This is an optimization exercise on Yosys and OpenROAD, whose aim is small area, a short achievable clock period and few clock cycles, not a production implementation.
In this exercise RTL edits were held to simulation tests only and were not proved equivalent to the original.
No activity file was given, so power comes from the tool's default toggle rates.

== red ==
==> flow/design.v (excerpt) <==
module CONVCOR(clk, rst_n, in_valid, in_a, in_b, in_mode, out_valid, out);
Settings: LEC_CHECK=0, CAP_MARGIN=20, CORE_MARGIN=2, CORE_UTILIZATION=70, CTS_BUF_LIST=sky130_fd_sc_hd__clkbuf_16, CTS_CLUSTER_DIAMETER=150, CTS_CLUSTER_SIZE=20, SLEW_MARGIN=20; clock period 12.5 ns.
standard.sh (not shown) runs the stock make flow with config.mk's settings and CLKGATE_MAP_FILE= SYNTH_SCRIPT=/design/flow/synth_recipe.tcl, a recipe that flattens the netlist after the stock synthesis.
==> flow/flow/run.sh <==
#!/bin/bash
set -euo pipefail
bash standard.sh SETUP_SLACK_MARGIN=9 "BUFFER_PORTS_ARGS=-buffer_cell sky130_fd_sc_hd__buf_1" finish > standard_flow.log 2>&1
Testbench counts of red, summed over its fixed seeds: cycles 14,544.
For blue, these inputs were changed with respect to red:
# red
export LEC_CHECK = 0
export CAP_MARGIN = 20
export CORE_MARGIN = 2
export CORE_UTILIZATION = 70
export CTS_BUF_LIST = sky130_fd_sc_hd__clkbuf_16
export CTS_CLUSTER_DIAMETER = 150
export CTS_CLUSTER_SIZE = 20
export SLEW_MARGIN = 20
create_clock -name core_clock -period 12.5 [get_ports {clk}]
# blue
export LEC_CHECK = 0
export CAP_MARGIN = 20
export CORE_MARGIN = 2
export CORE_UTILIZATION = 60
export CTS_BUF_LIST = sky130_fd_sc_hd__clkbuf_16
export CTS_CLUSTER_DIAMETER = 150
export CTS_CLUSTER_SIZE = 20
export SLEW_MARGIN = 20
create_clock -name core_clock -period 12.5 [get_ports {clk}]
Results
- blue gives less share of total power in combinational logic than red did.
- blue against red; total wire length is up slightly.
- Final cell count came out higher on blue than on red.
- On design area, red tracks blue almost exactly.
- red ended up with out[17] as its launch point of the critical path; blue ended up with out[16].
Setup changes, blue to green
# blue
export LEC_CHECK = 0
export CAP_MARGIN = 20
export CORE_MARGIN = 2
export CORE_UTILIZATION = 60
export CTS_BUF_LIST = sky130_fd_sc_hd__clkbuf_16
export CTS_CLUSTER_DIAMETER = 150
export CTS_CLUSTER_SIZE = 20
export SLEW_MARGIN = 20
create_clock -name core_clock -period 12.5 [get_ports {clk}]
# green
export LEC_CHECK = 0
export CAP_MARGIN = 20
export CORE_MARGIN = 2
export CORE_UTILIZATION = 60
export CTS_BUF_LIST = sky130_fd_sc_hd__clkbuf_16
export CTS_CLUSTER_DIAMETER = 150
export CTS_CLUSTER_SIZE = 20
export GPL_TIMING_DRIVEN = 0
export SLEW_MARGIN = 20
create_clock -name core_clock -period 12.5 [get_ports {clk}]
Results
- When the final numbers for blue and green were put side by side, the relative contribution of combinational cells to total power turned out to be smaller in blue.
- blue and green ended up with nearly the same setup slack.
- Looking at number of placed cells counting well taps, green sits 5.2% above blue.
- Re placement-stage worst setup slack: green is 0.40 ns down on blue.

========
Another version of the RTL of CONVCOR (not shown whole).
Size in the first run: ~1400 cells after synthesis, roughly 73 I/O pins, ~15000 sq um of cells after synthesis.
export LEC_CHECK = 0
export CAP_MARGIN = 20
export CORE_MARGIN = 2
export CORE_UTILIZATION = 60
export CTS_BUF_LIST = sky130_fd_sc_hd__clkbuf_8
export CTS_CLUSTER_SIZE = 30
export SLEW_MARGIN = 20
create_clock -name core_clock -period 12.5 [get_ports {clk}]
==> flow/flow/run.sh <==
#!/bin/bash
set -euo pipefail
bash standard.sh SETUP_SLACK_MARGIN=9 finish > standard_flow.log 2>&1
Testbench counts at the start, summed over its fixed seeds: cycles 14,544.
Edit:
==> flow/flow/run.sh (replaced) <==
#!/bin/bash
set -euo pipefail
bash standard.sh SETUP_SLACK_MARGIN=9.2 finish > standard_flow.log 2>&1
Settings changed: CTS_BUF_LIST sky130_fd_sc_hd__clkbuf_8 to sky130_fd_sc_hd__clkbuf_16, CTS_CLUSTER_DIAMETER set to 120, CTS_CLUSTER_SIZE 30 to 25.
Outcome: The changed run completed with no timing, DRC or antenna violations. Setup slack improves by 48 ps. Power decreases by a few percent. First-iteration DRC count increases slightly. Design area decreases slightly. Register-to-register slack improves by 160 ps. Global-route usage hardly moves. Sequential share of layout area increases by 0.37 points. Die area stays the same.
Edit:
==> flow/flow/run.sh (replaced) <==
#!/bin/bash
set -euo pipefail
bash standard.sh SETUP_SLACK_MARGIN=9 "BUFFER_PORTS_ARGS=-buffer_cell sky130_fd_sc_hd__buf_1" finish > standard_flow.log 2>&1
What happened: Core utilization fell by 3.7 points; cell area fell by 5.4%; wire length falls by 3.4%; clock power barely changes; setup slack gets worse by 7.2 ps.
Edit:
==> flow/flow/run.sh (replaced) <==
#!/bin/bash
set -euo pipefail
bash standard.sh SETUP_SLACK_MARGIN=9 finish > standard_flow.log 2>&1
Settings changed: CORE_UTILIZATION 60 to 70.
- setup slack got worse by 13 ps
- cell area climbs slightly
- core utilization grows by 13 points
Edit:
Settings changed: CORE_UTILIZATION 70 to 40, CTS_BUF_LIST sky130_fd_sc_hd__clkbuf_16 to sky130_fd_sc_hd__clkbuf_8, CTS_CLUSTER_DIAMETER 120 to unset, CTS_CLUSTER_SIZE 25 to 30.
The new run completed without violations.
Wire length rises by 5.4%.
Area after synthesis is unchanged.
Via count rises by 0.52%.
Edit:
Settings changed: ABC_AREA set to 1, CORE_UTILIZATION 40 to 60, CTS_BUF_LIST sky130_fd_sc_hd__clkbuf_8 to sky130_fd_sc_hd__clkbuf_16, CTS_CLUSTER_DIAMETER set to 120, CTS_CLUSTER_SIZE 30 to 25.
After rerunning: The changed run produced a clean layout; synthesized area rose by 4.7%; setup slack improved by 74 ps; power is higher by 6.7%; first-iteration DRC count is higher by 67%; core utilization grows by 21 points; fmax grows by 2.1%; die area goes down by 30%; global-route usage went up by 9.2 points; sequential cell count does not change; cell count grows by 14%.

-- what the ideal ports hide --
In the flow no input, the clock included, has a driving cell. The finished layouts below were timed again as built, in two steps.
Step 1 assumes that a clkbuf_16 drives the clock port and a buf_2 every other input.
Step 2, shift: input delay + t, output delay - t, t = (earliest + latest rising clock arrival at the registers) / 2. This alone moves slack from input paths to output paths.
Slacks: ideal / step 1 / step 2; pairs: ideal / step 1.
| run | t, ns | setup slack, ns | cell pins on the clock port's net |
|---|---|---|---|
| red | 0.550 | 9.030 / 8.978 / 8.916 | 1 |
| blue | 0.542 | 9.035 / 8.987 / 8.951 | 1 |
| green | 0.538 | 9.033 / 8.983 / 8.792 | 1 |
| the first run of note 2 | 0.593 | 8.994 / 8.948 / 8.666 | 1 |
| the second run of note 2 | 0.542 | 9.042 / 8.994 / 8.785 | 1 |
| the third run of note 2 | 0.540 | 9.035 / 8.988 / 8.954 | 1 |
| the fourth run of note 2 | 0.552 | 9.022 / 8.974 / 8.635 | 1 |
| the fifth run of note 2 | 0.615 | 8.957 / 8.911 / 8.620 | 1 |
| the sixth run of note 2 | 0.536 | 9.031 / 8.982 / 8.776 | 1 |
After both steps setup and hold are still met in every run listed. The setup slack of the fourth run of note 2, which loses most, moves by -0.048 ns with the drivers and by -0.387 ns with both steps.
